Context: an optimization exercise on an open-source flow, tuned for small area. The choices shown serve that exercise and are no tape-out recipe.
Only simulation tests tie the RTL to the original design; equivalence was not proved.
No activity file was given, so power comes from the tool's default toggle rates. No driver is modelled on the clock port, so clocking that relies on it looks cheaper here than on a real chip.

`flow/run.sh`:
```
#!/bin/bash
# synth_recipe.tcl (not shown) runs the flow's synth.tcl, then flattens the netlist and writes it again
# the make line also repeats each setting of config.mk as NAME=value (left out here)
make -C /OpenROAD-flow-scripts/flow DESIGN_CONFIG=/design/flow/config.mk WORK_HOME=/design/flow/orfs CLKGATE_MAP_FILE= SYNTH_SCRIPT=/design/flow/synth_recipe.tcl finish
```
`flow/config.mk`:
```
export PLATFORM = sky130hd
export DESIGN_NAME = ws2812_top
export DESIGN_NICKNAME = ws2812_top
export VERILOG_FILES = /design/flow/design.v
export SDC_FILE = /design/flow/constraint.sdc
export NUM_CORES = 4
export LEC_CHECK = 0
export CAP_MARGIN = 20
export CORE_MARGIN = 2
export CORE_UTILIZATION = 45
export CTS_CLUSTER_DIAMETER = 100
export CTS_CLUSTER_SIZE = 30
export PLACE_DENSITY = 0.6
export SLEW_MARGIN = 20
```
`flow/constraint.sdc`:
```
create_clock -name core_clock -period 48.9 [get_ports {clk}]
set_input_delay 9.7800 -clock core_clock [delete_from_list [all_inputs] [get_ports {clk}]]
set_output_delay 9.7800 -clock core_clock [all_outputs]
set_load 0.01 [all_outputs]
```
`flow/design.v`:
```
module ws2812_top(input clk, input reset, input spi_valid, input spi_data, output reg led);
	localparam D = 24;           
	localparam NL = 63;          
	localparam QD = 23;          
	reg [4:0] ph;
	always @(posedge clk)
		if (reset || ph == D-1) ph <= 0;
		else ph <= (ph ^ {&ph[3:0], &ph[2:0], &ph[1:0], ph[0], 1'b1});
	reg [9:0] writeCount;
	reg spiFinished;
	reg pend;                    
	reg running;
	reg resCounting;
	wire swcond = ~running & ~resCounting & spiFinished & ~pend;
	wire accept = spi_valid & (~spiFinished | pend);
	wire wcLast = (writeCount == 10'd767);
	always @(posedge clk) begin
		if (reset) begin
			writeCount <= 0;
			spiFinished <= 0;
			pend <= 0;
		end else begin
			if (spi_valid) begin
				if (wcLast) begin
					if (pend) begin
						writeCount <= 1;
						spiFinished <= 0;
					end else
						spiFinished <= 1;
				end else begin
					writeCount <= (writeCount ^ {&writeCount[8:0], &writeCount[7:0], &writeCount[6:0], &writeCount[5:0], &writeCount[4:0], &writeCount[3:0], &writeCount[2:0], &writeCount[1:0], writeCount[0], 1'b1});
					spiFinished <= 0;
				end
			end
			if (swcond)
				pend <= 1;
			else if (spi_valid & ~wcLast)
				pend <= 0;
		end
	end
	reg [QD-1:0] q;
	reg [4:0] qc;
	reg [4:0] cs;
	reg [5:0] cl;
	wire atc = (ph == cs);
	wire qne = (qc != 0);
	wire commit = atc & (qne | accept);
	wire shin = accept & ~(atc & ~qne);
	wire pop = atc & qne;
	wire cdata = qne ? q[(qc ^ {~|qc[3:0], ~|qc[2:0], ~|qc[1:0], ~qc[0], 1'b1})] : spi_data;
	always @(posedge clk)
		if (shin) q <= {q[QD-2:0], spi_data};
	always @(posedge clk) begin
		if (reset) begin
			qc <= 0;
			cs <= 0;
			cl <= 0;
		end else begin
			if (shin & ~pop) qc <= (qc ^ {&qc[3:0], &qc[2:0], &qc[1:0], qc[0], 1'b1});
			else if (pop & ~shin) qc <= (qc ^ {~|qc[3:0], ~|qc[2:0], ~|qc[1:0], ~qc[0], 1'b1});
			if (commit) begin
				if (cs == D-1) begin
					cs <= 0;
					cl <= (cl == NL-1) ? 6'd0 : (cl ^ {&cl[4:0], &cl[3:0], &cl[2:0], &cl[1:0], cl[0], 1'b1});
				end else
					cs <= (cs ^ {&cs[3:0], &cs[2:0], &cs[1:0], cs[0], 1'b1});
			end
		end
	end
	reg [NL-1:0] ring [0:D-1];
	wire [NL-1:0] tap = ring[D-1];
	integer i;
	always @(posedge clk) begin
		for (i = D-1; i > 0; i = i - 1)
			ring[i] <= ring[i-1];
	end
	genvar g;
	generate for (g = 0; g < NL; g = g + 1) begin : lane
		always @(posedge clk)
			ring[0][g] <= (commit && cl == g) ? cdata : tap[g];
	end endgenerate
	reg [4:0] count;
	reg [4:0] rs;
	reg [5:0] rl;
	reg [4:0] rk;
	reg x;
	reg d;
	wire use8 = running & (count == 8);
	wire rwrap = use8 & (rs == D-1);
	wire lastBit = (rs == 0) & (rk == 0);
	wire gapCarry = resCounting & (count == 5'd31);
	wire finish = gapCarry & x & (rk == 5'd31);
	always @(posedge clk)
		if (ph == rs) d <= tap[rl];
	always @(posedge clk) begin
		if (reset) begin
			rs <= 0;
			rl <= 0;
		end else if (use8) begin
			if (rs == D-1) begin
				rs <= 0;
				rl <= (rl == NL-1) ? 6'd0 : (rl ^ {&rl[4:0], &rl[3:0], &rl[2:0], &rl[1:0], rl[0], 1'b1});
			end else
				rs <= (rs ^ {&rs[3:0], &rs[2:0], &rs[1:0], rs[0], 1'b1});
		end
	end
	always @(posedge clk) begin
		if (reset) begin
			rk <= 0;
			x <= 0;
		end else begin
			if (rwrap | gapCarry)
				rk <= (rk ^ {&rk[3:0], &rk[2:0], &rk[1:0], rk[0], 1'b1});
			if (gapCarry & (rk == 5'd31))
				x <= ~x;
		end
	end
	always @(posedge clk) begin
		if (reset)
			count <= 0;
		else if (swcond)
			count <= 5'd31;
		else if (running & (count == 24))
			count <= 0;
		else if (running | resCounting)
			count <= (count ^ {&count[3:0], &count[2:0], &count[1:0], count[0], 1'b1});
	end
	always @(posedge clk) begin
		if (reset) begin
			running <= 0;
			resCounting <= 0;
		end else begin
			if (swcond)
				running <= 1;
			else if (running) begin
				if (lastBit && count == 24) begin
					running <= 0;
					resCounting <= 1;
				end
			end else if (finish)
				resCounting <= 0;
		end
	end
	always @(posedge clk) begin
		if (reset || ~running)
			led <= 0;
		else if (count == 0)
			led <= 1;
		else if ((count == 8 && ~d) || count == 16)
			led <= 0;
	end
endmodule
```
==> results.py, run 1 <==
metrics = {
    "detailed_routing": {
        "vias_per_cell": 4.30,
        "route.detailed.drc": 0,
        "routedWlPerCell_microns": 14.1,
        "ant_nets": 0,
        "drt_iter0_drc": 762,
        "drtPass1Iterations": 5,
        "routed_wl_mm": 45.7,
        "vias": 13961,
    },
    "logic_synthesis": {
        "yosysSeqAreaShare_pct": 89.3,
        "ys_async_sr_fraction_pct": 0,
        "ys.warnings.count": 2,
        "synth_edf_count": 24,
        "netlist_area_sq_um": 36000,
        "synthTopCellsByArea": "dfxtp_1, edfxtp_1, o21ai_0, mux4_2, ha_1",
        "synthCells": 2155,
        "ys_types": 62,
        "synth_nets": 2193,
        "synth_ff_type": "dfxtp_1",
        "synth-seq-cells": 1594,
        "synth_top_cell_area_share_pct": 87.3,
        "synth_top_cell_by_area": "dfxtp_1",
        "avgSynthCellArea_sq_um": 16.7,
    },
    "floorplan": {
        "row_count": 103,
        "fp.coreArea_sq_um": 79100,
        "start_util_pct": 45.5,
        "die_area_sq_um": 82300,
        "die_w_microns": 287,
        "ioPinCount": 5,
        "die_height_microns": 287,
    },
    "layout": {
        "nets": 2228,
        "fill_cells": 6639,
        "area_delta_synth_final_pct": 7.80,
        "stdcell_count": 3249,
        "drive_above_1_share_pct": 5.47,
        "fin_util_pct": 49.0,
    },
    "critical_path": {
        "worstPathMaxFanout": 18,
        "start_kind": "input pin",
        "critPathRequiredTime_ns": 49.48,
        "worstPathCellList": "clkdlybuf4s50_1, inv_1, o21ai_1, nand4_1, o21bai_2, o21ai_0",
        "worstReg2RegStart": "qc[0]",
        "crit_arrival_ns": 12.95,
        "crit_type": "input pin to flip-flop",
        "cp_slowest_cell": "clkdlybuf4s50_1",
        "critical_path.max_stage_delay_ns": 0.87,
        "reg2reg_to": "ring[0][13]",
        "reg2regPathDepth": 8,
        "rrSetupSlack_ns": 45.44,
        "crit_path_end_kind": "flip-flop",
    },
    "timing": {
        "fin_setup_tns_ns": 0,
        "rsz0062_at_grt": "false",
        "finalCritPeriodShare_pct": 25.3,
        "fin_crit_ns": 12.36,
        "finalHoldViolations": 0,
        "slew_violations": 0,
        "tightest_slew_ns": 0.858,
        "worst_slack_ns": 36.54,
        "setup_viol": 0,
        "max_freq_ghz": 0.0809,
        "slew_headroom_pct": 42.8,
        "fin_worst_skew_ns": 0.0496,
    },
    "clock_network": {
        "htree_num_levels": 2,
        "path_clk_slew_ns": 0.11,
        "cts.path.max_buffers": 3,
        "numCtsBuffers": 59,
        "cts_sinks": 1594,
        "postCtsSetupRepairBufs": 0,
        "cts_resized": 0,
        "clk_latency_ns": 0.69,
        "cts_tree": "done",
        "cts_root_buf": "clkbuf_16",
        "ctsHoldBuffers": 0,
    },
    "run": {
        "maxCapViolCount": 0,
    },
    "power_and_ir_drop": {
        "powerDensity_nw_per_um2": 51.3,
        "leakage_nw": 15.0,
        "p_total_mw": 1.99,
        "ir_drop_v": 0.0000330,
    },
    "worst_hold_path": {
        "hp-class": "flip-flop to flip-flop",
        "hp-start": "ring[22][37]",
        "holdPathStages": 0,
        "whs_endpoint": "ring[23][37]",
    },
    "placement": {
        "dp.cells": 3179,
        "gp_congestion": 0.812,
        "dp_hpwl_mm": 28.6,
        "place_ws_ns": 35.86,
        "numPortBuffers": 4,
    },
    "grt": {
        "grt_pass1_wl_mm": 72.1,
        "track_usage_pct": 11.2,
        "grt_max_degree": 40,
        "grt_pass1_vias": 13439,
        "grt_remaining_overflow": 0,
        "antenna_found_initial": 5,
    },
    "status": {
        "status": "finished clean",
    },
}
## cell families after synthesis
logic type / Yosys count / synth area share [%]
XOR/XNOR: 21 / 0.511
flip-flops: 1594 / 89.3
AO/OA/AOI/OAI: 217 / 3.80
buffers and inverters: 68 / 0.862
AND/OR/NAND/NOR: 187 / 2.59
multiplexers: 34 / 1.71
adder cells (fa/ha/maj): 34 / 1.18
## where the power goes
| part | internal, mW | switching, mW |
|---|---|---|
| logic | 0.0276 | 0.0610 |
| clock network | 0.222 | 0.349 |
| registers | 1.32 | 0.00958 |
| total | 1.57 | 0.420 |
## through the flow
stage / area (sq um) / hold slack (ns)
6_report: 38800 / 0.304
5_1_grt: 38800 / 0.309
4_1_cts: 38800 / 0.306
3_5_place_dp: 37200 / 0.312
3_3_place_gp: 37200 / 0.310
2_1_floorplan: 36000 / 0.310
## state kept, by name, indices dropped and copies added (netlist names), 5 cells and up
signal      count
cl              6
rk              5
ph              5
cs              5
ring         1512
qc              5
rs              5
writeCount     10
count           5
q              23
rl              6
## Yosys cell counts (all sizes together) (3+ instances only)
library cell     n
nand4            7
a21oi           38
a31oi           18
mux4            22
edfxtp          24
o31ai            3
and2             6
nor4             5
buf             18
o221a            4
nor3            10
a32oi            3
nand3           20
nor2            38
o22ai            5
dfxtp         1570
o21bai           3
o21ai          121
nand2b           7
and3            11
nand3b           5
mux2i           11
inv             36
xnor2           13
clkbuf          14
nand2           57
xor2             8
nor2b           11
ha              34
## area by class of cell
| type | count | area, sq um | share of cell area (%) |
|---|---|---|---|
| sequential | 1594 | 32200 | 82.9 |
| multi-input combinational | 493 | 3550 | 9.15 |
| clock buffer | 62 | 1500 | 3.86 |
| tap | 1050 | 1310 | 3.39 |
| inverter | 36 | 135 | 0.348 |
| clock inverter | 4 | 82.6 | 0.213 |
| timing repair buffer | 6 | 55.1 | 0.142 |
| antenna | 4 | 10.0 | 0.0258 |
## worst max-delay path, delay by kind of cell
family                 cells  cell delay [ns]
buffers and inverters      2             1.12
AOI/OAI and AO/OA          3             1.32
and+or+nand+nor            1             0.72
## metal layers
metal / wire length [microns] / global-route usage [%]
met2: 18400 / 16.1
met1: 24200 / 16.8
met4: 1350 / 4.32
met5: 0 / 0
met3: 1750 / 1.87
## placed cells by master (no fill, tap or decap), types with 6 or more instances in the layout
cell,count
o21ai_0,107
nand4_1,7
a21oi_1,37
nor2b_1,11
dfxtp_1,1568
a31oi_1,17
nand2_1,57
and3_1,11
mux4_2,22
mux2i_1,11
clkbuf_16,59
ha_1,34
nand2b_1,7
inv_1,36
xnor2_1,13
xor2_1,8
o21ai_2,11
edfxtp_1,24
nor2_1,38
nor3_1,9
and2_1,6
nand3_1,20
## how the worst max path moves through the flow
| stage | depth (start not counted) | slack, ns | from | end |
|---|---|---|---|---|
| CTS | 6 | 36.56 | spi_valid | ring[0][13] |
| detailed placement | 6 | 35.86 | spi_valid | ring[0][13] |
| finish | 6 | 36.54 | spi_valid | ring[0][13] |
| floorplan | 3 | 37.23 | spi_valid | q[0] |
| global placement | 6 | 36.04 | spi_valid | ring[0][15] |
| global route | 6 | 36.31 | spi_valid | ring[0][13] |
==> run 2, diff against run 1 <==
==> flow/flow/run.sh (new file) <==
#!/bin/bash
# The standard layout (standard.sh, all ORFS steps to finish) with one change:
# ABC maps the logic with an area-oriented script (flow/abc.script) in place
# of ORFS's abc_speed.script. Everything else, including the register mapping,
# is ORFS's own, from an unmodified copy of its scripts folder.
set -euo pipefail
here=$(pwd)
rm -rf "$here/scripts"
cp -r "$FLOW_HOME/scripts" "$here/scripts"
cp "$here/flow/abc.script" "$here/scripts/abc_speed.script"
bash standard.sh SCRIPTS_DIR="$here/scripts" finish > "$here/orfs_flow.log" 2>&1
==> flow/flow/abc.script (new file) <==
strash
dch
amap
topo
==> flow/standard.sh (new file) <==
#!/bin/bash
# synth_recipe.tcl (not shown) runs the flow's synth.tcl, then flattens the netlist and writes it again
# the make line also repeats each setting of config.mk as NAME=value (left out here)
make -C /OpenROAD-flow-scripts/flow DESIGN_CONFIG=/design/flow/config.mk WORK_HOME=/design/flow/orfs CLKGATE_MAP_FILE= SYNTH_SCRIPT=/design/flow/synth_recipe.tcl "${@:-finish}"
--- a/flow/config.mk
+++ b/flow/config.mk
@@ -9,6 +9,6 @@
 export CORE_MARGIN = 2
 export CORE_UTILIZATION = 45
 export CTS_CLUSTER_DIAMETER = 100
-export CTS_CLUSTER_SIZE = 30
+export CTS_CLUSTER_SIZE = 34
 export PLACE_DENSITY = 0.6
 export SLEW_MARGIN = 20
removed: flow/run.sh
==> run 2 against run 1 <==
Compared with the run above: fmax is 0.11% lower; largest power group unchanged; count of clock-buffer cells in the layout is 7 lower; clock skew is 0.018 ns lower; critical endpoint is now cl[5]; die area is 1.5% lower; total power is 0.39% higher; sequential share of layout area is 1.1 points higher.
==> results.py, run 2 <==
metrics = {
    "timing": {
        "slew_violations": 0,
        "fin_worst_skew_ns": 0.0321,
        "finalHoldViolations": 0,
        "fin_setup_tns_ns": 0,
        "fin_crit_ns": 12.38,
        "setup_viol": 0,
        "finalCritPeriodShare_pct": 25.3,
        "slew_headroom_pct": 42.1,
        "rsz0062_at_grt": "false",
        "tightest_slew_ns": 0.860,
        "hold_slack_ns": 0.307,
        "max_freq_ghz": 0.0808,
    },
    "critical_path": {
        "start_kind": "input pin",
        "crit_arrival_ns": 12.93,
        "crit_family": "buffers and inverters",
        "crit_type": "input pin to flip-flop",
        "cp_slowest_cell": "a21oi_1",
        "crit_path_end_kind": "flip-flop",
        "worstPathMaxFanout": 35,
        "cp.buffers_inverters": 4,
        "worstPathCellList": "clkdlybuf4s50_1, nand2_1, a21oi_1, inv_2, nor3_1, nand2_1, clkinv_1, nor2_1, clkinv_1, o21ai_0, o311a_1",
        "critical_path.max_stage_delay_ns": 0.67,
        "critPathRequiredTime_ns": 49.45,
    },
    "logic_synthesis": {
        "yosysSeqAreaShare_pct": 90.7,
        "synth_top_cell_by_area": "dfxtp_1",
        "ys_types": 36,
        "synth_nets": 2220,
        "yosysMostFrequentCell": "dfxtp_1",
        "ys_async_sr_fraction_pct": 0,
        "ys.warnings.count": 2,
        "netlist_area_sq_um": 35400,
        "synth-seq-cells": 1594,
        "synth_edf_count": 24,
        "avgSynthCellArea_sq_um": 16.2,
        "synth_ff_type": "dfxtp_1",
        "synthTopCellsByArea": "dfxtp_1, edfxtp_1, nor2_1, a21oi_1, ha_1",
        "synth_top_cell_area_share_pct": 88.7,
        "synthCells": 2182,
        "synth_common_cells": "dfxtp_1, nor2_1, a21oi_1",
    },
    "clock_network": {
        "htree_num_levels": 2,
        "postCtsSetupRepairBufs": 0,
        "cts_root_buf": "clkbuf_16",
        "cts.path.max_buffers": 3,
        "clk_latency_ns": 0.66,
        "cts_sinks": 1594,
        "cts_resized": 0,
        "numCtsBuffers": 53,
        "cts_tree": "done",
        "ctsHoldBuffers": 0,
        "path_clk_slew_ns": 0.12,
    },
    "detailed_routing": {
        "vias": 14183,
        "ant_nets": 0,
        "drtPass1Iterations": 6,
        "drt_iter0_drc": 806,
        "vias_per_cell": 4.31,
        "route.detailed.drc": 0,
        "routed_wl_mm": 44.9,
        "routedWlPerCell_microns": 13.6,
    },
    "grt": {
        "grt_pass1_wl_mm": 71.7,
        "track_usage_pct": 11.1,
        "antenna_found_initial": 2,
        "grt_max_degree": 64,
        "grt_pass1_vias": 13751,
        "grt_remaining_overflow": 0,
    },
    "layout": {
        "final_cell_mix": "dfxtp_1, nor2_1, a21oi_1",
        "fin_util_pct": 49.3,
        "final_common_cell": "dfxtp_1",
        "nets": 2283,
        "regMostFlops": "ring",
        "area_delta_synth_final_pct": 8.04,
        "drive_above_1_share_pct": 2.93,
        "reg_top3": "ring: 1512 flops, q: 23 flops, writeCount: 10 flops",
        "largest_register_ffs": 1512,
    },
    "floorplan": {
        "die_w_microns": 285,
        "die_height_microns": 285,
        "fp.coreArea_sq_um": 77700,
        "die_area_sq_um": 81000,
        "start_util_pct": 45.6,
        "row_count": 102,
        "ioPinCount": 5,
    },
    "power_and_ir_drop": {
        "p_total_mw": 2.00,
        "leakage_nw": 14.7,
        "powerDensity_nw_per_um2": 52.2,
        "ir_drop_v": 0.0000653,
    },
    "worst_hold_path": {
        "hp-class": "flip-flop to flip-flop",
    },
    "run": {
        "maxCapViolCount": 0,
    },
    "placement": {
        "numPortBuffers": 4,
        "gp_congestion": 0.855,
        "dp_hpwl_mm": 27.8,
    },
    "status": {
        "status": "finished clean",
    },
}
run 2: cell families after synthesis:
| family | count (synthesis) | share of synthesized area (%) |
|---|---|---|
| AOI/OAI and AO/OA | 231 | 4.24 |
| adders and majority gates | 34 | 1.20 |
| buffers and inverters | 58 | 0.614 |
| DFF | 1594 | 90.7 |
| and+or+nand+nor | 265 | 3.23 |
run 2: area by class of cell:
class                           count  area (sq um)
Inverter                           58           218
Multi-Input combinational cell    530          3100
Timing Repair Buffer                8          70.1
Clock buffer                       55          1330
Antenna cell                        3          7.51
Tap cell                         1040          1300
Clock inverter                      6           114
Fill cell                        6442         39400
Sequential cell                  1594         32200
run 2: path summary, 6_finish.rpt:
kind | start | to | slack (ns) | depth (start not counted)
setup / recovery | spi_valid | cl[5] | 36.52 | 11
hold / removal | ring[20][29] | ring[21][29] | 0.31 | 0
setup reg to reg | qc[0] | cl[5] | 44.38 | 13
hold reg to reg | ring[20][29] | ring[21][29] | 0.31 | 0
run 2: power breakdown:
part	leakage, nW	total [mW]	internal, mW	switching, mW
clock network	0.707	0.553	0.207	0.347
logic	1.10	0.101	0.0276	0.0735
registers	12.9	1.34	1.33	0.0133
run 2: through the flow:
stage          instance area [sq um]  setup slack (ns)  std cells
2_1_floorplan                  35400             36.50       2182
3_3_place_gp                   36800             35.36       3230
3_5_place_dp                   36800             35.09       3230
4_1_cts                        38300             35.78       3291
5_1_grt                        38300             36.25       3291
6_report                       38300             36.52       3294
run 2: metal layers:
metal  GRT usage, %  wire [microns]
met1           16.1           23500
met2           16.2           18100
met3           2.31            1720
met4           4.51            1580
met5              0               0
==> run 3, diff against run 2 <==
--- a/flow/config.mk
+++ b/flow/config.mk
@@ -9,6 +9,6 @@
 export CORE_MARGIN = 2
 export CORE_UTILIZATION = 45
 export CTS_CLUSTER_DIAMETER = 100
-export CTS_CLUSTER_SIZE = 34
+export CTS_CLUSTER_SIZE = 30
 export PLACE_DENSITY = 0.6
 export SLEW_MARGIN = 20
==> run 3 against run 2 <==
Compared with the run above: still clean; hold slack improved by 0.010 ns; design area increased by 0.32%; setup slack got worse by 0.018 ns; utilization increased by 0.16 points; fmax decreased by 0.15%; clock power increased by 3%; non-clock buffer count unchanged; critical path type unchanged.
==> results.py, run 3 <==
metrics = {
    "status": {
        "status": "finished clean",
    },
    "critical_path": {
        "worstReg2RegStart": "qc[0]",
        "reg2reg_to": "cl[5]",
        "crit_arrival_ns": 12.94,
        "endpoint": "cl[5]",
        "reg2regPathDepth": 13,
        "critical_path.startpoint": "spi_valid",
        "start_kind": "input pin",
        "rrSetupSlack_ns": 44.37,
        "crit_type": "input pin to flip-flop",
        "crit_path_end_kind": "flip-flop",
        "worstPathMaxFanout": 35,
        "critPathRequiredTime_ns": 49.45,
    },
    "logic_synthesis": {
        "ys_types": 36,
        "synth-seq-cells": 1594,
        "ys.warnings.count": 2,
        "avgSynthCellArea_sq_um": 16.2,
        "synth_nets": 2220,
        "synth_ff_type": "dfxtp_1",
        "synthTopCellsByArea": "dfxtp_1, edfxtp_1, nor2_1, a21oi_1, ha_1",
        "yosysSeqAreaShare_pct": 90.7,
        "synth_common_cells": "dfxtp_1, nor2_1, a21oi_1",
        "netlist_area_sq_um": 35400,
        "synth_top_cell_area_share_pct": 88.7,
        "synthCells": 2182,
        "synth_edf_count": 24,
        "ys_async_sr_fraction_pct": 0,
        "synth_top_cell_by_area": "dfxtp_1",
        "yosysMostFrequentCell": "dfxtp_1",
    },
    "layout": {
        "regMostFlops": "ring",
        "final_cell_mix": "dfxtp_1, nor2_1, a21oi_1",
        "fill_cells": 6446,
        "drive_above_1_share_pct": 3.19,
        "nets": 2289,
        "area_delta_synth_final_pct": 8.38,
        "reg_top3": "ring: 1512 flops, q: 23 flops, writeCount: 10 flops",
        "final_common_cell": "dfxtp_1",
        "regArea_sq_um": 32200,
        "multi_input_area_sq_um": 3100,
        "stdcell_area_sq_um": 38400,
        "largest_register_ffs": 1512,
    },
    "grt": {
        "antenna_found_initial": 5,
        "grt_pass1_vias": 13755,
        "grt_remaining_overflow": 0,
        "grt_max_degree": 64,
        "grt_pass1_wl_mm": 72.0,
        "track_usage_pct": 11.2,
    },
    "timing": {
        "fin_crit_ns": 12.40,
        "finalCritPeriodShare_pct": 25.3,
        "setup_viol": 0,
        "finalHoldViolations": 0,
        "slew_headroom_pct": 42.3,
        "worst_slack_ns": 36.50,
        "rsz0062_at_grt": "false",
        "max_freq_ghz": 0.0807,
        "tightest_slew_ns": 0.857,
        "slew_violations": 0,
        "fin_worst_skew_ns": 0.0171,
        "fin_setup_tns_ns": 0,
    },
    "clock_network": {
        "numCtsBuffers": 59,
        "clk_latency_ns": 0.66,
        "htree_num_levels": 2,
        "cts_root_buf": "clkbuf_16",
        "ctsHoldBuffers": 0,
        "cts_tree": "done",
        "cts.path.max_buffers": 3,
        "path_clk_slew_ns": 0.11,
        "cts_sinks": 1594,
        "postCtsSetupRepairBufs": 0,
        "cts_resized": 0,
    },
    "detailed_routing": {
        "drtPass1Iterations": 5,
        "routed_wl_mm": 45.0,
        "drt_iter0_drc": 779,
        "vias": 14250,
        "route.detailed.drc": 0,
        "ant_nets": 0,
        "vias_per_cell": 4.32,
        "routedWlPerCell_microns": 13.6,
    },
    "floorplan": {
        "fp.coreArea_sq_um": 77700,
        "die_height_microns": 285,
        "die_area_sq_um": 81000,
        "start_util_pct": 45.6,
        "row_count": 102,
        "die_w_microns": 285,
        "ioPinCount": 5,
    },
    "worst_hold_path": {
        "hp-class": "flip-flop to flip-flop",
    },
    "power_and_ir_drop": {
        "p_total_mw": 2.02,
        "leakage_nw": 14.8,
        "powerDensity_nw_per_um2": 52.5,
        "ir_drop_v": 0.0000628,
    },
    "run": {
        "maxCapViolCount": 0,
    },
    "placement": {
        "gp_congestion": 0.855,
        "numPortBuffers": 4,
        "place_ws_ns": 35.09,
        "dp_hpwl_mm": 27.8,
        "postPlaceCellArea_sq_um": 36800,
    },
}
-- run 3: cell counts after synthesis --
Identical to the previous run, type by type.
-- run 3: per-stage QoR --
stage	util [%]	cells	hold slack, ns
3_5_place_dp	47.4	3230	0.312
5_1_grt	49.4	3298	0.331
4_1_cts	49.4	3298	0.326
2_1_floorplan	-	2182	0.310
6_report	49.4	3300	0.317
3_3_place_gp	47.4	3230	0.310
-- run 3: worst min path at each step --
stage,start,depth (start not counted),slack (ns),endpoint
2_1_floorplan,ring[9][0],0,0.31,ring[10][0]
3_3_place_gp,ring[16][3],0,0.31,ring[17][3]
3_5_place_dp,ring[9][15],0,0.31,ring[10][15]
4_1_cts,ring[20][43],0,0.33,ring[21][43]
5_1_grt,ring[9][51],0,0.33,ring[10][51]
6_report,ring[22][49],0,0.32,ring[23][49]
-- run 3: worst max-delay path: stages --
cell and delay, ns:
clkdlybuf4s50_1 0.54, nand2_1 0.14, a21oi_1 0.68, inv_2 0.51, nor3_1 0.34, nand2_1 0.23, clkinv_1 0.13, nor2_1 0.06
clkinv_1 0.15, o21ai_0 0.19, o311a_1 0.18
-- run 3: logic make-up after synthesis --
family          after synthesis  share of synthesized area (%)
compound gates              231                           4.24
fa+ha+maj                    34                           1.20
flops                      1594                           90.7
buf+inv                      58                          0.614
simple gates                265                           3.23
-- run 3: layer usage --
layer  vias to the layer above  GRT usage (%)  wire [microns]
met5                         -              0               0
met4                         0           5.05            1850
met3                        98           2.22            1780
met2                       212           16.2           18100
met1                      6699           16.1           23200
li1                       7241              -               -
-- run 3: cell type report --
| type | instances | share of cell area (%) |
|---|---|---|
| tap | 1040 | 3.39 |
| clock inverter | 5 | 0.156 |
| antenna | 2 | 0.0130 |
| clock buffer | 63 | 3.94 |
| inverter | 58 | 0.567 |
| timing repair buffer | 8 | 0.182 |
| multi-input combinational | 530 | 8.06 |
| sequential | 1594 | 83.7 |
-- run 3: power by group --
group / switching (mW) / internal, mW
clock: 0.348 / 0.224
sequential: 0.0132 / 1.33
combinational: 0.0729 / 0.0276
==> run 4, diff against run 3 <==
--- a/flow/config.mk
+++ b/flow/config.mk
@@ -7,8 +7,8 @@
 export LEC_CHECK = 0
 export CAP_MARGIN = 20
 export CORE_MARGIN = 2
-export CORE_UTILIZATION = 45
-export CTS_CLUSTER_DIAMETER = 100
-export CTS_CLUSTER_SIZE = 30
-export PLACE_DENSITY = 0.6
+export CORE_UTILIZATION = 55
+export CTS_CLUSTER_DIAMETER = 80
+export CTS_CLUSTER_SIZE = 36
+export PLACE_DENSITY = 0.7
 export SLEW_MARGIN = 20
==> run 4 against run 3 <==
Compared with the run above: critical path depth grew 1; non-clock buffer count grew 1; clock power down 4.9%; hold slack improved by 0.0048 ns; count of clock-buffer cells in the layout decreased by 9; utilization rose by 9.9 points; critical path type unchanged; highest routed layer unchanged.
==> results.py, run 4 <==
metrics = {
    "floorplan": {
        "start_util_pct": 55.3,
        "row_count": 93,
        "fp.coreArea_sq_um": 64100,
        "die_w_microns": 258,
        "die_height_microns": 258,
        "die_area_sq_um": 66500,
        "ioPinCount": 5,
    },
    "grt": {
        "grt_pass1_wl_mm": 73.1,
        "antenna_found_initial": 2,
        "track_usage_pct": 13.9,
        "grt_remaining_overflow": 0,
        "grt_pass1_vias": 14101,
        "grt_max_degree": 64,
    },
    "logic_synthesis": {
        "yosysMostFrequentCell": "dfxtp_1",
        "synth-seq-cells": 1594,
        "avgSynthCellArea_sq_um": 16.2,
        "synth_ff_type": "dfxtp_1",
        "synth_top_cell_area_share_pct": 88.7,
        "synth_nets": 2220,
        "synthCells": 2182,
        "synth_common_cells": "dfxtp_1, nor2_1, a21oi_1",
        "yosysSeqAreaShare_pct": 90.7,
        "synthTopCellsByArea": "dfxtp_1, edfxtp_1, nor2_1, a21oi_1, ha_1",
        "ys_types": 36,
        "synth_edf_count": 24,
        "netlist_area_sq_um": 35400,
        "ys_async_sr_fraction_pct": 0,
        "synth_top_cell_by_area": "dfxtp_1",
        "ys.warnings.count": 2,
    },
    "placement": {
        "dp_hpwl_mm": 28.3,
        "dp.cells": 3045,
        "numPortBuffers": 4,
        "gp_congestion": 0.861,
        "postPlaceCellArea_sq_um": 36600,
    },
    "layout": {
        "largest_register_ffs": 1512,
        "fill_cells": 4676,
        "fin_util_pct": 59.3,
        "reg_top3": "ring: 1512 flops, q: 23 flops, writeCount: 10 flops",
        "stdcell_count": 3110,
        "stdcell_area_sq_um": 38000,
        "final_common_cell": "dfxtp_1",
        "drive_above_1_share_pct": 2.97,
        "regMostFlops": "ring",
        "nets": 2282,
        "final_cell_mix": "dfxtp_1, nor2_1, a21oi_1",
        "area_delta_synth_final_pct": 7.31,
    },
    "timing": {
        "slew_violations": 0,
        "fin_crit_ns": 12.82,
        "finalCritPeriodShare_pct": 26.2,
        "fin_setup_tns_ns": 0,
        "setup_viol": 0,
        "slew_headroom_pct": 40.2,
        "rsz0062_at_grt": "false",
        "finalHoldViolations": 0,
        "max_freq_ghz": 0.0780,
        "fin_worst_skew_ns": 0.0266,
        "tightest_slew_ns": 0.887,
    },
    "detailed_routing": {
        "route.detailed.drc": 0,
        "drt_iter0_drc": 1037,
        "vias_per_cell": 4.59,
        "top_layer": "met4",
        "routed_wl_mm": 46.0,
        "drt-met1-wl_mm": 23.4,
        "wl_met2_mm": 19.2,
        "ant_nets": 0,
        "vias": 14289,
        "drtPass1Iterations": 5,
        "routedWlPerCell_microns": 14.8,
        "met3WireLength_mm": 1.61,
    },
    "critical_path": {
        "rrSetupSlack_ns": 43.98,
        "crit_type": "input pin to flip-flop",
        "path_depth": 12,
        "endpoint": "cl[0]",
        "cp_slowest_cell": "clkinv_1",
        "critical_path.startpoint": "spi_valid",
        "start_kind": "input pin",
        "critPathRequiredTime_ns": 49.44,
        "worstPathMaxFanout": 18,
        "worstPathCellList": "clkdlybuf4s50_1, nand2_1, a21oi_1, clkinv_1, buf_8, nor3_1, nand2_1, clkinv_1, nor2_1, clkinv_1, o21ai_0, o221a_1",
        "reg2reg_to": "cl[0]",
        "crit_path_end_kind": "flip-flop",
        "reg2regPathDepth": 14,
        "critical_path.max_stage_delay_ns": 0.74,
        "crit_arrival_ns": 13.36,
        "cpMostUsedCell": "clkinv_1",
        "cp.buffers_inverters": 5,
        "worstReg2RegStart": "qc[0]",
        "crit_family": "buffers and inverters",
    },
    "clock_network": {
        "cts.path.max_buffers": 3,
        "cts_tree": "done",
        "htree_num_levels": 2,
        "path_clk_slew_ns": 0.12,
        "cts_resized": 0,
        "ctsHoldBuffers": 0,
        "postCtsSetupRepairBufs": 0,
        "numCtsBuffers": 51,
        "clk_latency_ns": 0.65,
        "cts_root_buf": "clkbuf_16",
        "cts_sinks": 1594,
    },
    "power_and_ir_drop": {
        "powerDensity_nw_per_um2": 52.4,
        "leakage_nw": 14.7,
        "ir_drop_v": 0.0000336,
    },
    "worst_hold_path": {
        "hp-class": "flip-flop to flip-flop",
    },
    "run": {
        "maxCapViolCount": 0,
    },
    "status": {
        "status": "finished clean",
    },
}
run 4: cell counts after synthesis:
Identical to the previous run, type by type.
run 4: routing by layer:
| metal | GRT usage (%) | vias up |
|---|---|---|
| met5 | 0 | - |
| li1 | - | 7234 |
| met4 | 5.92 | 0 |
| met3 | 2.64 | 100 |
| met1 | 20.1 | 6723 |
| met2 | 20.8 | 232 |
run 4: cell families after synthesis:
group           synth area share (%)
simple gates                    3.23
fa+ha+maj                       1.20
flops                           90.7
buf+inv                        0.614
compound gates                  4.24
run 4: cell type report:
class	instances	area, sq um	area share, %
Sequential cell	1594	32200	84.5
Multi-Input combinational cell	530	3100	8.14
Clock buffer	54	1310	3.44
Tap cell	855	1070	2.81
Inverter	58	218	0.572
Clock inverter	8	100	0.263
Timing Repair Buffer	9	85.1	0.224
Antenna cell	2	5.00	0.0132
run 4: how the worst min path moves through the flow:
stage / from / end / slack [ns] / cells after the start
CTS: ring[13][31] / ring[14][31] / 0.32 / 0
global route: ring[13][31] / ring[14][31] / 0.33 / 0
global placement: ring[6][58] / ring[7][58] / 0.31 / 0
floorplan: ring[9][0] / ring[10][0] / 0.31 / 0
detailed placement: ring[1][31] / ring[2][31] / 0.31 / 0
finish: ring[21][16] / ring[22][16] / 0.32 / 0
run 4: per-stage QoR:
| stage | hold slack, ns | setup WS, ns | power, mW |
|---|---|---|---|
| 6_report | 0.322 | 36.08 | 1.99 |
| 5_1_grt | 0.330 | 35.88 | 2.07 |
| 4_1_cts | 0.324 | 35.93 | 2.01 |
| 3_5_place_dp | 0.312 | 35.25 | 1.47 |
| 3_3_place_gp | 0.310 | 35.45 | 1.47 |
| 2_1_floorplan | 0.310 | 36.50 | 1.44 |
run 4: power breakdown:
| group | switching, mW | internal (mW) | total, mW |
|---|---|---|---|
| combinational | 0.0744 | 0.0289 | 0.103 |
| sequential | 0.0136 | 1.33 | 1.34 |
| clock | 0.346 | 0.198 | 0.544 |
| total | 0.434 | 1.56 | 1.99 |
==> run 5, diff against run 4 <==
--- a/flow/design.v
+++ b/flow/design.v
@@ -41,7 +41,6 @@
 	reg [QD-1:0] q;
 	reg [4:0] qc;
 	reg [4:0] cs;
-	reg [5:0] cl;
 	wire atc = (ph == cs);
 	wire qne = (qc != 0);
 	wire commit = atc & (qne | accept);
@@ -54,17 +53,11 @@
 		if (reset) begin
 			qc <= 0;
 			cs <= 0;
-			cl <= 0;
 		end else begin
 			if (shin & ~pop) qc <= (qc ^ {&qc[3:0], &qc[2:0], &qc[1:0], qc[0], 1'b1});
 			else if (pop & ~shin) qc <= (qc ^ {~|qc[3:0], ~|qc[2:0], ~|qc[1:0], ~qc[0], 1'b1});
-			if (commit) begin
-				if (cs == D-1) begin
-					cs <= 0;
-					cl <= (cl == NL-1) ? 6'd0 : (cl ^ {&cl[4:0], &cl[3:0], &cl[2:0], &cl[1:0], cl[0], 1'b1});
-				end else
-					cs <= (cs ^ {&cs[3:0], &cs[2:0], &cs[1:0], cs[0], 1'b1});
-			end
+			if (commit)
+				cs <= (cs == D-1) ? 5'd0 : (cs ^ {&cs[3:0], &cs[2:0], &cs[1:0], cs[0], 1'b1});
 		end
 	end
 	reg [NL-1:0] ring [0:D-1];
@@ -73,12 +66,8 @@
 	always @(posedge clk) begin
 		for (i = D-1; i > 0; i = i - 1)
 			ring[i] <= ring[i-1];
+		ring[0] <= commit ? {tap[NL-2:0], cdata} : tap;
 	end
-	genvar g;
-	generate for (g = 0; g < NL; g = g + 1) begin : lane
-		always @(posedge clk)
-			ring[0][g] <= (commit && cl == g) ? cdata : tap[g];
-	end endgenerate
 	reg [4:0] count;
 	reg [4:0] rs;
 	reg [5:0] rl;
@@ -92,16 +81,18 @@
 	wire finish = gapCarry & x & (rk == 5'd31);
 	always @(posedge clk)
 		if (ph == rs) d <= tap[rl];
+	wire [4:0] rsn = (rs == D-1) ? 5'd0 : (rs ^ {&rs[3:0], &rs[2:0], &rs[1:0], rs[0], 1'b1});
 	always @(posedge clk) begin
 		if (reset) begin
 			rs <= 0;
-			rl <= 0;
-		end else if (use8) begin
-			if (rs == D-1) begin
-				rs <= 0;
-				rl <= (rl == NL-1) ? 6'd0 : (rl ^ {&rl[4:0], &rl[3:0], &rl[2:0], &rl[1:0], rl[0], 1'b1});
-			end else
-				rs <= (rs ^ {&rs[3:0], &rs[2:0], &rs[1:0], rs[0], 1'b1});
+			rl <= 6'h3F;
+		end else begin
+			if (use8)
+				rs <= rsn;
+			if (commit & ~use8 & (cs == rs))
+				rl <= (rl ^ {&rl[4:0], &rl[3:0], &rl[2:0], &rl[1:0], rl[0], 1'b1});
+			else if (use8 & ~commit & (rsn == cs))
+				rl <= (rl ^ {~|rl[4:0], ~|rl[3:0], ~|rl[2:0], ~|rl[1:0], ~rl[0], 1'b1});
 		end
 	end
 	always @(posedge clk) begin
==> flow/flow/abc.script (replaced) <==
strash
&get -n
&st
&syn3
&dch
&put
amap
topo
--- a/flow/config.mk
+++ b/flow/config.mk
@@ -9,6 +9,6 @@
 export CORE_MARGIN = 2
 export CORE_UTILIZATION = 55
 export CTS_CLUSTER_DIAMETER = 80
-export CTS_CLUSTER_SIZE = 36
+export CTS_CLUSTER_SIZE = 32
 export PLACE_DENSITY = 0.7
 export SLEW_MARGIN = 20
==> run 5 against run 4 <==
Compared with the run above: sequential share of layout area increased by 0.72 points; critical path depth decreased by 2; wire length fell by 4.8%; synthesized cell count decreased by 4.8%; final cell count is 3.3% lower; hold slack got worse by 0.0036 ns; fmax down 0.65%; critical endpoint is now rl[5]; highest routed layer unchanged.
==> results.py, run 5 <==
metrics = {
    "timing": {
        "slew_headroom_pct": 38.0,
        "slew_violations": 0,
        "setup_viol": 0,
        "rsz0062_at_grt": "false",
        "finalCritPeriodShare_pct": 26.4,
        "fin_setup_tns_ns": 0,
        "fin_worst_skew_ns": 0.0291,
        "finalHoldViolations": 0,
        "tightest_slew_ns": 0.919,
        "max_freq_ghz": 0.0775,
        "fin_crit_ns": 12.90,
    },
    "clock_network": {
        "path_clk_slew_ns": 0.12,
        "clk_latency_ns": 0.66,
        "cts_root_buf": "clkbuf_16",
        "cts_tree": "done",
        "numCtsBuffers": 56,
        "htree_num_levels": 2,
        "cts_sinks": 1588,
        "ctsHoldBuffers": 0,
        "cts_resized": 0,
        "postCtsSetupRepairBufs": 0,
        "cts.path.max_buffers": 3,
    },
    "detailed_routing": {
        "routedWlPerCell_microns": 14.6,
        "drtPass1Iterations": 6,
        "routed_wl_mm": 43.8,
        "vias": 13884,
        "vias_per_cell": 4.62,
        "ant_nets": 0,
        "route.detailed.drc": 0,
        "drt_iter0_drc": 995,
    },
    "layout": {
        "area_delta_synth_final_pct": 7.68,
        "final_common_cell": "dfxtp_1",
        "largest_register_ffs": 1512,
        "stdcell_count": 3008,
        "final_cell_mix": "dfxtp_1, clkinv_1, o22ai_1",
        "fill_cells": 4634,
        "reg_top3": "ring: 1512 flops, q: 23 flops, writeCount: 10 flops",
        "nets": 2176,
        "stdcell_area_sq_um": 37600,
        "fin_util_pct": 59.8,
        "drive_above_1_share_pct": 3.39,
        "regMostFlops": "ring",
    },
    "grt": {
        "track_usage_pct": 13.4,
        "grt_max_degree": 70,
        "met3_usage_pct": 2.69,
        "grt_pass1_wl_mm": 70.8,
        "grt_remaining_overflow": 0,
        "busiest_layer": "met2",
        "use_met2_pct": 20.4,
        "use_met1_pct": 19.3,
        "grt_pass1_vias": 13758,
        "antenna_found_initial": 1,
    },
    "critical_path": {
        "crit_type": "input pin to flip-flop",
        "crit_arrival_ns": 13.44,
        "worstPathMaxFanout": 69,
        "crit_path_end_kind": "flip-flop",
        "start_kind": "input pin",
        "critPathRequiredTime_ns": 49.43,
    },
    "run": {
        "maxCapViolCount": 0,
    },
    "floorplan": {
        "die_area_sq_um": 65500,
        "die_height_microns": 256,
        "die_w_microns": 256,
        "ioPinCount": 5,
        "fp.coreArea_sq_um": 62900,
        "start_util_pct": 55.5,
        "row_count": 92,
    },
    "power_and_ir_drop": {
        "powerDensity_nw_per_um2": 76.4,
        "leakage_nw": 15.1,
        "ir_drop_v": 0.0000321,
        "p_total_mw": 2.87,
    },
    "logic_synthesis": {
        "synthTopCellsByArea": "dfxtp_1, edfxtp_1, o22ai_1, clkinv_1, ha_1",
        "synthCells": 2078,
        "synth_top_cell_by_area": "dfxtp_1",
        "yosysMostFrequentCell": "dfxtp_1",
        "synth-seq-cells": 1588,
        "synth_top_cell_area_share_pct": 89.7,
        "ys_async_sr_fraction_pct": 0,
        "synth_ff_type": "dfxtp_1",
        "ys_types": 38,
        "netlist_area_sq_um": 34900,
        "synth_nets": 2106,
        "ys.warnings.count": 2,
        "synth_edf_count": 24,
        "synth_common_cells": "dfxtp_1, clkinv_1, o22ai_1",
        "avgSynthCellArea_sq_um": 16.8,
        "yosysSeqAreaShare_pct": 91.8,
    },
    "worst_hold_path": {
        "hp-class": "flip-flop to flip-flop",
    },
    "placement": {
        "numPortBuffers": 4,
        "dp_hpwl_mm": 25.0,
        "postPlaceCellArea_sq_um": 36100,
        "dp.cells": 2936,
        "gp_congestion": 0.806,
    },
    "status": {
        "status": "finished clean",
    },
}
-- run 5: cell count changes in the layout (fill, tap and decap cells not counted), sizes merged, moves of 11 or more --
cell and delta:
a22oi -25, o22a -11, nand3 -17, o22ai +69, nor2 -107, a21oi -61
nor3 -25, a221oi +15, clkinv +53
-- run 5: worst max-delay path, cell delays in order --
cell and delay [ns]:
clkdlybuf4s50_1 0.47, nand2_1 0.18, nand2_1 0.09, nand2_2 0.07
buf_4 0.56, inv_2 0.38, o41ai_1 0.94, o221ai_1 0.39
a21oi_1 0.32, o21ai_0 0.16
-- run 5: cell families after synthesis --
kind of cell / count (synthesis) / share of synthesized area, %
buf+inv: 116 / 1.25
flops: 1588 / 91.8
fa+ha+maj: 24 / 0.861
simple gates: 111 / 1.47
compound gates: 239 / 4.63
-- run 5: final timing paths --
path,slack (ns),to,cells past startpoint,start
max,36.00,rl[5],10,spi_valid
min,0.32,ring[7][23],0,ring[6][23]
min reg2reg,0.32,ring[7][23],0,ring[6][23]
max reg2reg,44.57,rl[5],12,qc[0]
-- run 5: cell type report --
cell class	instances	area (sq um)	area share, %
flip-flops and latches	1588	32000	85.3
multi-input cells	374	2430	6.46
clock inverters	6	67.6	0.180
inverters	116	435	1.16
repair buffers	12	100	0.266
clock buffers	59	1430	3.82
well taps	846	1060	2.82
diodes	7	17.5	0.0466
-- run 5: layer usage --
layer  up-vias  share of wire, %
met5         -                 0
met4         0               2.6
met3        80               4.0
met2       247                43
met1      6644                51
li1       6913                 -
-- run 5: through the flow --
step,setup WS [ns],hold slack (ns)
2_1_floorplan,34.80,0.310
3_3_place_gp,35.86,0.310
3_5_place_dp,35.52,0.312
4_1_cts,36.24,0.318
5_1_grt,35.84,0.329
6_report,36.00,0.318
-- run 5: power breakdown --
part / internal (mW) / switching (mW) / total, mW
Combinational: 0.0665 / 0.132 / 0.198
Clock: 0.214 / 0.346 / 0.561
Sequential: 1.93 / 0.179 / 2.11
Total: 2.21 / 0.657 / 2.87
==> run 6, diff against run 5 <==
--- a/flow/design.v
+++ b/flow/design.v
@@ -46,7 +46,8 @@
 	wire commit = atc & (qne | accept);
 	wire shin = accept & ~(atc & ~qne);
 	wire pop = atc & qne;
-	wire cdata = qne ? q[(qc ^ {~|qc[3:0], ~|qc[2:0], ~|qc[1:0], ~qc[0], 1'b1})] : spi_data;
+	wire [31:0] qx = {{(32-QD){1'b0}}, q};     
+	wire cdata = qne ? qx[(qc ^ {~|qc[3:0], ~|qc[2:0], ~|qc[1:0], ~qc[0], 1'b1})] : spi_data;
 	always @(posedge clk)
 		if (shin) q <= {q[QD-2:0], spi_data};
 	always @(posedge clk) begin
@@ -62,11 +63,16 @@
 	end
 	reg [NL-1:0] ring [0:D-1];
 	wire [NL-1:0] tap = ring[D-1];
+	wire [63:0] tapx = {{(64-NL){1'b0}}, tap};   
+	reg rpar;
+	always @(posedge clk)
+		if (reset) rpar <= 0;
+		else if (ph == D-1) rpar <= ~rpar;
 	integer i;
 	always @(posedge clk) begin
 		for (i = D-1; i > 0; i = i - 1)
 			ring[i] <= ring[i-1];
-		ring[0] <= commit ? {tap[NL-2:0], cdata} : tap;
+		ring[0] <= ~(commit ? {tap[NL-2:0], cdata ^ rpar} : tap);
 	end
 	reg [4:0] count;
 	reg [4:0] rs;
@@ -80,7 +86,7 @@
 	wire gapCarry = resCounting & (count == 5'd31);
 	wire finish = gapCarry & x & (rk == 5'd31);
 	always @(posedge clk)
-		if (ph == rs) d <= tap[rl];
+		if (ph == rs) d <= tapx[rl] ^ rpar;
 	wire [4:0] rsn = (rs == D-1) ? 5'd0 : (rs ^ {&rs[3:0], &rs[2:0], &rs[1:0], rs[0], 1'b1});
 	always @(posedge clk) begin
 		if (reset) begin
--- a/flow/config.mk
+++ b/flow/config.mk
@@ -9,6 +9,6 @@
 export CORE_MARGIN = 2
 export CORE_UTILIZATION = 55
 export CTS_CLUSTER_DIAMETER = 80
-export CTS_CLUSTER_SIZE = 32
+export CTS_CLUSTER_SIZE = 35
 export PLACE_DENSITY = 0.7
 export SLEW_MARGIN = 20
==> run 6 against run 5 <==
Compared with the run above: still clean; fmax rose by 1.5%; critical path depth rose by 3; hold slack got worse by 0.035 ns; global-route usage rose by 0.071 points; setup slack improved by 0.19 ns; sequential cell count rose by 1; count of clock-buffer cells in the layout fell by 3; register-to-register slack got worse by 0.16 ns; design area fell by 0.37%; largest cell class unchanged; largest power group unchanged.
==> results.py, run 6 <==
metrics = {
    "placement": {
        "numPortBuffers": 4,
        "postPlaceCellArea_sq_um": 35900,
        "gp_congestion": 0.766,
        "dp_hpwl_mm": 24.8,
    },
    "detailed_routing": {
        "routedWlPerCell_microns": 14.6,
        "ant_nets": 0,
        "vias": 13578,
        "drtPass1Iterations": 5,
        "route.detailed.drc": 0,
        "drt_iter0_drc": 919,
        "routed_wl_mm": 43.2,
        "vias_per_cell": 4.59,
    },
    "timing": {
        "slew_headroom_pct": 40.6,
        "fin_crit_ns": 12.72,
        "max_freq_ghz": 0.0786,
        "rsz0062_at_grt": "false",
        "setup_viol": 0,
        "hold_slack_ns": 0.284,
        "slew_violations": 0,
        "tightest_slew_ns": 0.886,
        "finalCritPeriodShare_pct": 26.0,
        "fin_worst_skew_ns": 0.0404,
        "fin_setup_tns_ns": 0,
        "finalHoldViolations": 0,
    },
    "floorplan": {
        "start_util_pct": 55.3,
        "die_height_microns": 255,
        "die_w_microns": 255,
        "die_area_sq_um": 65100,
        "fp.coreArea_sq_um": 62700,
        "ioPinCount": 5,
        "row_count": 92,
    },
    "power_and_ir_drop": {
        "leakage_nw": 14.9,
        "ir_drop_v": 0.0000332,
        "seqPwrFrac_pct": 72.4,
        "switchingPower_mw": 0.599,
        "power.internal_mw": 2.05,
        "pwr-share-clk_pct": 21.4,
        "p_total_mw": 2.64,
        "comb_power_share_pct": 6.2,
        "powerDensity_nw_per_um2": 70.6,
        "sw_frac_of_total_pct": 22.6,
    },
    "logic_synthesis": {
        "synth_top_cell_by_area": "dfxtp_1",
        "synth_top_cell_area_share_pct": 90.3,
        "synth_nets": 2058,
        "synthCells": 2030,
        "ys_async_sr_fraction_pct": 0,
        "synth-seq-cells": 1589,
        "ys_types": 36,
        "synthTopCellsByArea": "dfxtp_1, edfxtp_1, o22ai_1, ha_1, clkinv_1",
        "ys.warnings.count": 2,
        "synth_ff_type": "dfxtp_1",
        "avgSynthCellArea_sq_um": 17.1,
        "yosysMostFrequentCell": "dfxtp_1",
        "synth_common_cells": "dfxtp_1, o22ai_1, clkinv_1, nor2_1",
        "yosysSeqAreaShare_pct": 92.3,
        "synth_edf_count": 24,
        "netlist_area_sq_um": 34700,
    },
    "clock_network": {
        "cts_resized": 0,
        "cts.path.max_buffers": 3,
        "cts_sinks": 1589,
        "clk_latency_ns": 0.65,
        "htree_num_levels": 2,
        "numCtsBuffers": 53,
        "postCtsSetupRepairBufs": 0,
        "ctsHoldBuffers": 0,
        "cts_root_buf": "clkbuf_16",
        "path_clk_slew_ns": 0.12,
        "cts_tree": "done",
    },
    "grt": {
        "track_usage_pct": 13.4,
        "grt_max_degree": 70,
        "grt_remaining_overflow": 0,
        "antenna_found_initial": 3,
        "grt_pass1_wl_mm": 69.3,
        "grt_pass1_vias": 13424,
    },
    "critical_path": {
        "critPathRequiredTime_ns": 49.46,
        "worstPathCellList": "clkdlybuf4s50_1, nand2_1, clkinv_1, o21ai_4, buf_4, inv_2, buf_4, nand3_1, o41ai_1, clkinv_1, a211oi_1, clkinv_1, o221ai_1",
        "cpMostUsedCell": "clkinv_1",
        "crit_type": "input pin to flip-flop",
        "critical_path.max_stage_delay_ns": 0.61,
        "crit_path_end_kind": "flip-flop",
        "worstPathMaxFanout": 69,
        "cp_slowest_cell": "buf_4",
        "start_kind": "input pin",
        "crit_arrival_ns": 13.28,
    },
    "layout": {
        "drive_above_1_share_pct": 3.47,
        "final_cell_mix": "dfxtp_1, o22ai_1, nor2_1",
        "final_common_cell": "dfxtp_1",
        "regMostFlops": "ring",
        "area_delta_synth_final_pct": 7.84,
        "stdcell_area_sq_um": 37400,
        "reg_top3": "ring: 1512 flops, q: 23 flops, writeCount: 10 flops",
        "nets": 2123,
        "largest_register_ffs": 1512,
    },
    "run": {
        "maxCapViolCount": 0,
    },
    "status": {
        "status": "finished clean",
    },
    "worst_hold_path": {
        "hp-class": "flip-flop to flip-flop",
    },
}
==> run 6: cell count changes after synthesis, moves of 2 or more <==
cell      change
clkinv_1     -59
nor2b_1       -3
o21ai_0       +4
nand3_1       -4
nor4_1        +2
nor3_1        +4
and3_1        +2
a21oi_1       +2
nor2_1       +14
o32ai_1       +5
o211ai_1      -2
o22ai_1       -8
==> run 6: critical path: cells and delay by family <==
family	cells	cell delay, ns
and+or+nand+nor	2	0.51
AOI/OAI and AO/OA	4	0.82
buffers and inverters	7	2.15
==> run 6: power groups by stage <==
stage          logic [mW]  clock network, mW  registers [mW]
3_3_place_gp        0.153                  0            1.93
2_1_floorplan       0.117                  0            1.87
3_5_place_dp        0.161                  0            1.94
6_report            0.163              0.565            1.92
4_1_cts             0.162              0.581            1.93
5_1_grt             0.180              0.625            1.96
==> run 6: through the flow <==
step	instances	worst slack, ns	utilization, %
floorplan	2030	30.87	-
global placement	2886	35.78	57.2
detailed placement	2886	35.63	57.2
CTS	2951	36.31	59.6
global route	2951	35.98	59.7
finish	2955	36.18	59.7
==> run 6: worst paths after layout <==
kind	endpoint	start	slack (ns)	cells after the start
max	rl[1]	spi_valid	36.18	13
min	ring[4][15]	ring[3][15]	0.28	0
max reg2reg	rl[1]	qc[0]	44.41	15
min reg2reg	ring[4][15]	ring[3][15]	0.28	0
==> run 6: area by class of cell <==
class / instances / area, sq um
Antenna cell: 4 / 10.0
Fill cell: 4509 / 25300
Clock inverter: 9 / 165
Inverter: 57 / 214
Clock buffer: 56 / 1380
Sequential cell: 1589 / 32100
Tap cell: 846 / 1060
Timing Repair Buffer: 10 / 85.1
Multi-Input combinational cell: 384 / 2470
==> run 6: cells by family (layout without fill, tap and decap cells) <==
group                    Yosys count  after routing  synth area share (%)
AO/OA/AOI/OAI                    236            236                  4.58
adder cells (fa/ha/maj)           24             24                 0.865
buffers and inverters             57            132                 0.616
flip-flops                      1589           1589                  92.3
other                              0              4                     0
AND/OR/NAND/NOR                  124            124                  1.60
==> run 6: metal layers <==
layer,global-route usage [%],routed length (microns),vias to the layer above
met5,0,0,-
met4,3.63,853,0
met3,3.04,1930,77
met2,20.2,18100,264
met1,19.7,22200,6429
li1,-,-,6808
==> run 7, diff against run 6 <==
--- a/flow/config.mk
+++ b/flow/config.mk
@@ -9,6 +9,6 @@
 export CORE_MARGIN = 2
 export CORE_UTILIZATION = 55
 export CTS_CLUSTER_DIAMETER = 80
-export CTS_CLUSTER_SIZE = 35
+export CTS_CLUSTER_SIZE = 32
 export PLACE_DENSITY = 0.7
 export SLEW_MARGIN = 20
==> run 7 against run 6 <==
Compared with the run above: first-iteration DRC count decreased by 7.9%; clock skew fell by 0.014 ns; non-clock buffer count did not move; final cell count hardly changed; critical path depth unchanged; wire length grew 0.29%; sequential cell count is the same; register-to-register slack barely moved.
==> results.py, run 7 <==
metrics = {
    "layout": {
        "area_delta_synth_final_pct": 7.80,
        "reg_top3": "ring: 1512 flops, q: 23 flops, writeCount: 10 flops",
        "stdcell_area_sq_um": 37400,
        "drive_above_1_share_pct": 3.42,
        "regMostFlops": "ring",
        "nets": 2126,
        "final_cell_mix": "dfxtp_1, o22ai_1, nor2_1, clkbuf_16, clkinv_1",
        "fill_cells": 4486,
        "fin_util_pct": 59.6,
        "final_common_cell": "dfxtp_1",
        "largest_register_ffs": 1512,
    },
    "detailed_routing": {
        "ant_nets": 0,
        "vias_per_cell": 4.60,
        "routed_wl_mm": 43.3,
        "routedWlPerCell_microns": 14.6,
        "route.detailed.drc": 0,
        "drtPass1Iterations": 6,
        "vias": 13609,
        "drt_iter0_drc": 846,
    },
    "critical_path": {
        "start_kind": "input pin",
        "worstPathCellList": "clkdlybuf4s50_1, nand2_1, clkinv_1, o21ai_4, buf_4, inv_2, buf_4, nand3_1, o41ai_1, clkinv_1, a211oi_1, clkinv_1, o221ai_1",
        "critical_path.max_stage_delay_ns": 0.61,
        "rrSetupSlack_ns": 44.40,
        "crit_path_end_kind": "flip-flop",
        "cp_slowest_cell": "buf_4",
        "crit_arrival_ns": 13.26,
        "cpMostUsedCell": "clkinv_1",
        "critPathRequiredTime_ns": 49.46,
        "crit_type": "input pin to flip-flop",
        "worstPathMaxFanout": 69,
    },
    "clock_network": {
        "ctsHoldBuffers": 0,
        "postCtsSetupRepairBufs": 0,
        "cts_root_buf": "clkbuf_16",
        "cts_sinks": 1589,
        "path_clk_slew_ns": 0.11,
        "cts_resized": 0,
        "numCtsBuffers": 56,
        "clk_latency_ns": 0.65,
        "htree_num_levels": 2,
        "cts.path.max_buffers": 3,
        "cts_tree": "done",
    },
    "logic_synthesis": {
        "synth_common_cells": "dfxtp_1, o22ai_1, clkinv_1, nor2_1",
        "netlist_area_sq_um": 34700,
        "synthCells": 2030,
        "ys.warnings.count": 2,
        "yosysSeqAreaShare_pct": 92.3,
        "yosysMostFrequentCell": "dfxtp_1",
        "ys_types": 36,
        "ys_async_sr_fraction_pct": 0,
        "synth_ff_type": "dfxtp_1",
        "synth-seq-cells": 1589,
        "synth_top_cell_by_area": "dfxtp_1",
        "avgSynthCellArea_sq_um": 17.1,
        "synth_edf_count": 24,
        "synth_top_cell_area_share_pct": 90.3,
        "synthTopCellsByArea": "dfxtp_1, edfxtp_1, o22ai_1, ha_1, clkinv_1",
        "synth_nets": 2058,
    },
    "timing": {
        "finalHoldViolations": 0,
        "hold_slack_ns": 0.305,
        "slew_headroom_pct": 40.8,
        "rsz0062_at_grt": "false",
        "worst_slack_ns": 36.20,
        "max_freq_ghz": 0.0787,
        "finalCritPeriodShare_pct": 26.0,
        "fin_crit_ns": 12.70,
        "slew_violations": 0,
        "fin_setup_tns_ns": 0,
        "setup_viol": 0,
        "fin_worst_skew_ns": 0.0260,
        "tightest_slew_ns": 0.882,
    },
    "grt": {
        "track_usage_pct": 13.5,
        "grt_pass1_vias": 13509,
        "grt_remaining_overflow": 0,
        "grt_max_degree": 70,
        "antenna_found_initial": 1,
        "grt_pass1_wl_mm": 69.6,
    },
    "floorplan": {
        "fp.coreArea_sq_um": 62700,
        "die_height_microns": 255,
        "ioPinCount": 5,
        "die_w_microns": 255,
        "row_count": 92,
        "start_util_pct": 55.3,
        "die_area_sq_um": 65100,
    },
    "worst_hold_path": {
        "hp-class": "flip-flop to flip-flop",
    },
    "status": {
        "status": "finished clean",
    },
    "placement": {
        "dp_hpwl_mm": 24.8,
        "gp_congestion": 0.766,
        "numPortBuffers": 4,
        "postPlaceCellArea_sq_um": 35900,
        "place_ws_ns": 35.63,
    },
    "power_and_ir_drop": {
        "leakage_nw": 14.9,
        "ir_drop_v": 0.0000334,
        "powerDensity_nw_per_um2": 70.7,
    },
    "run": {
        "maxCapViolCount": 0,
    },
}
==> run 7: critical path: cells and delay by family <==
family / cells / cell delay (ns)
compound gates: 4 / 0.82
buf+inv: 7 / 2.14
simple gates: 2 / 0.51
==> run 7: metrics by stage <==
stage               total power [mW]  instances
floorplan                       1.99       2030
global placement                2.08       2886
detailed placement              2.11       2886
CTS                             2.67       2952
global route                    2.77       2952
finish                          2.64       2956
==> run 7: final timing paths <==
kind | start | end | cells past startpoint
hold reg to reg | ring[2][14] | ring[3][14] | 0
setup reg to reg | qc[0] | rl[1] | 15
hold / removal | ring[2][14] | ring[3][14] | 0
setup / recovery | spi_valid | rl[1] | 13
==> run 7: layout make-up <==
| class | count | area [sq um] | share of cell area, % |
|---|---|---|---|
| antenna | 4 | 10.0 | 0.0268 |
| inverter | 57 | 214 | 0.572 |
| multi-input combinational | 384 | 2470 | 6.60 |
| clock buffer | 60 | 1440 | 3.84 |
| clock inverter | 6 | 92.6 | 0.247 |
| timing repair buffer | 10 | 85.1 | 0.227 |
| tap | 846 | 1060 | 2.83 |
| sequential | 1589 | 32100 | 85.7 |
==> run 7: cell families (layout without fill, tap and decap cells) <==
logic type	after synthesis	after routing	synth area share, %
buf+inv	57	133	0.616
fa+ha+maj	24	24	0.865
other cells	0	4	0
flops	1589	1589	92.3
compound gates	236	236	4.58
simple gates	124	124	1.60
==> run 7: per-layer routing <==
layer | vias up | part of all wire (%) | GRT usage, %
met2 | 245 | 42 | 20.4
met5 | - | 0 | 0
met1 | 6481 | 52 | 19.9
met4 | 0 | 2.1 | 4.14
met3 | 74 | 3.9 | 2.42
li1 | 6809 | - | -
==> run 7: report_power, final <==
| group | switching (mW) | leakage [nW] | internal [mW] |
|---|---|---|---|
| combinational | 0.104 | 0.882 | 0.0595 |
| clock | 0.349 | 0.746 | 0.215 |
| sequential | 0.146 | 13.3 | 1.77 |
| total | 0.598 | 14.9 | 2.05 |
==> run 8, diff against run 7 <==
--- a/flow/config.mk
+++ b/flow/config.mk
@@ -8,7 +8,8 @@
 export CAP_MARGIN = 20
 export CORE_MARGIN = 2
 export CORE_UTILIZATION = 55
-export CTS_CLUSTER_DIAMETER = 80
-export CTS_CLUSTER_SIZE = 32
+export CTS_BUF_LIST = sky130_fd_sc_hd__clkbuf_8
+export CTS_CLUSTER_DIAMETER = 60
+export CTS_CLUSTER_SIZE = 20
 export PLACE_DENSITY = 0.7
 export SLEW_MARGIN = 20
==> run 8 against run 7 <==
Compared with the run above: non-clock buffer count is the same; global-route usage rose by 0.061 points; via count grew 1.9%; combinational power about the same; register-to-register slack about the same; synthesized cell count did not move; sequential share of layout area increased by 0.21 points; synthesized area unchanged; largest cell class unchanged.
==> results.py, run 8 <==
metrics = {
    "grt": {
        "antenna_found_initial": 3,
        "met3_usage_pct": 3.27,
        "grt_pass1_vias": 13847,
        "grt_pass1_wl_mm": 69.6,
        "busiest_layer": "met2",
        "grt_max_degree": 70,
        "use_met2_pct": 20.1,
        "track_usage_pct": 13.5,
    },
    "clock_network": {
        "clk_latency_ns": 0.70,
        "cts_resized": 0,
        "htree_num_levels": 3,
        "cts.path.max_buffers": 3,
        "numCtsBuffers": 91,
        "path_clk_slew_ns": 0.12,
    },
    "critical_path": {
        "critical_path.max_stage_delay_ns": 0.61,
        "crit_arrival_ns": 13.30,
        "reg2reg_to": "rl[1]",
        "worstReg2RegStart": "qc[0]",
        "reg2regPathDepth": 15,
        "worstPathCellList": "clkdlybuf4s50_1, nand2_1, clkinv_1, o21ai_4, buf_4, inv_2, buf_4, nand3_1, o41ai_1, clkinv_1, a211oi_1, clkinv_1, o221ai_1",
        "worstPathMaxFanout": 69,
        "start_kind": "input pin",
        "rrSetupSlack_ns": 44.41,
        "crit_type": "input pin to flip-flop",
        "critPathRequiredTime_ns": 49.52,
        "cp_slowest_cell": "buf_4",
    },
    "logic_synthesis": {
        "synth_nets": 2058,
        "avgSynthCellArea_sq_um": 17.1,
        "synth_top_cell_by_area": "dfxtp_1",
        "synthCells": 2030,
        "ys_types": 36,
        "netlist_area_sq_um": 34700,
        "yosysSeqAreaShare_pct": 92.3,
        "synth_common_cells": "dfxtp_1, o22ai_1, clkinv_1, nor2_1",
        "synth_ff_type": "dfxtp_1",
        "yosysMostFrequentCell": "dfxtp_1",
    },
    "layout": {
        "drive_above_1_share_pct": 5.31,
        "nets": 2161,
        "largest_register_ffs": 1512,
        "fill_cells": 4511,
        "area_delta_synth_final_pct": 7.53,
    },
    "floorplan": {
        "die_height_microns": 255,
        "row_count": 92,
        "start_util_pct": 55.3,
        "fp.coreArea_sq_um": 62700,
        "die_area_sq_um": 65100,
        "ioPinCount": 5,
    },
    "run": {
        "maxCapViolCount": 0,
    },
    "timing": {
        "finalCritPeriodShare_pct": 25.9,
        "hold_slack_ns": 0.309,
        "fin_setup_tns_ns": 0,
        "finalHoldViolations": 0,
        "slew_headroom_pct": 40.3,
        "setup_viol": 0,
    },
    "detailed_routing": {
        "routed_wl_mm": 43.1,
        "routedWlPerCell_microns": 14.4,
        "drtPass1Iterations": 5,
        "route.detailed.drc": 0,
        "drt_iter0_drc": 854,
        "ant_nets": 0,
        "vias_per_cell": 4.62,
    },
    "worst_hold_path": {
        "holdPathStages": 0,
        "hp-start": "ring[8][45]",
        "whs_endpoint": "ring[9][45]",
    },
    "status": {
        "status": "finished clean",
    },
    "power_and_ir_drop": {
        "leakage_nw": 14.9,
        "ir_drop_v": 0.0000321,
        "powerDensity_nw_per_um2": 70.0,
    },
    "placement": {
        "numPortBuffers": 4,
        "dp_hpwl_mm": 24.8,
        "gp_congestion": 0.766,
    },
}
run 8: cell types whose count changed in the layout (fill, tap and decap cells not counted), moves of 2 or more:
cell,previous run,this run
clkbuf_8,0,95
clkbuf_16,57,0
clkbuf_1,3,0
inv_1,0,3
inv_6,0,3
inv_16,2,0
inv_8,0,2
run 8: area by class of cell:
cell class / count / area [sq um] / area share [%]
inverter: 57 / 214 / 0.573
clock buffer: 95 / 1310 / 3.50
antenna: 4 / 10.0 / 0.0268
tap: 846 / 1060 / 2.84
sequential: 1589 / 32100 / 85.9
clock inverter: 13 / 130 / 0.349
multi-input combinational: 384 / 2470 / 6.61
timing repair buffer: 10 / 85.1 / 0.228
run 8: power breakdown:
part / internal [mW] / switching (mW) / total (mW)
clock network: 0.185 / 0.348 / 0.533
logic: 0.0595 / 0.104 / 0.164
registers: 1.77 / 0.144 / 1.91
run 8: through the flow:
step	total power [mW]	area (sq um)	cells	utilization, %	setup WS, ns
2_1_floorplan	1.99	34700	2030	-	30.87
3_3_place_gp	2.08	35900	2886	57.2	35.78
3_5_place_dp	2.11	35900	2886	57.2	35.63
4_1_cts	2.64	37300	2994	59.5	36.39
5_1_grt	2.74	37300	2994	59.5	36.04
6_report	2.61	37300	2998	59.5	36.22
run 8: worst max path at each step:
stage                    from     to  slack (ns)  cells after the start
floorplan           spi_valid  rl[1]       30.87                      9
finish              spi_valid  rl[1]       36.22                     13
CTS                 spi_valid  rl[1]       36.39                     13
detailed placement  spi_valid  rl[1]       35.63                     13
global route        spi_valid  rl[5]       36.04                     13
global placement    spi_valid  rl[1]       35.78                     13
run 8: layer usage:
metal | share of wire [%] | up-vias | wire length (microns)
li1 | - | 6880 | -
met1 | 51 | 6586 | 22100
met2 | 42 | 290 | 18000
met3 | 4.3 | 106 | 1840
met4 | 2.8 | 0 | 1190
met5 | 0 | - | 0
run 8: critical path, delay by kind of cell:
| kind | cells | cell delay (ns) |
|---|---|---|
| AOI/OAI and AO/OA | 4 | 0.83 |
| buffers and inverters | 7 | 2.14 |
| and+or+nand+nor | 2 | 0.51 |
run 8: cell families (layout without fill, tap and decap cells):
kind of cell	count (synthesis)	after routing	share of synthesized area, %
buffers and inverters	57	175	0.616
AND/OR/NAND/NOR	124	124	1.60
adder cells (fa/ha/maj)	24	24	0.865
other	0	4	0
flip-flops	1589	1589	92.3
AO/OA/AOI/OAI	236	236	4.58

Check on run 8: ideal ports give 36.221 ns setup slack; a clkbuf_16 on the clock port and buf_2 on the inputs give 36.247 ns; moving port delays by the midpoint clock arrival (0.737 ns) as well gives 35.510 ns.
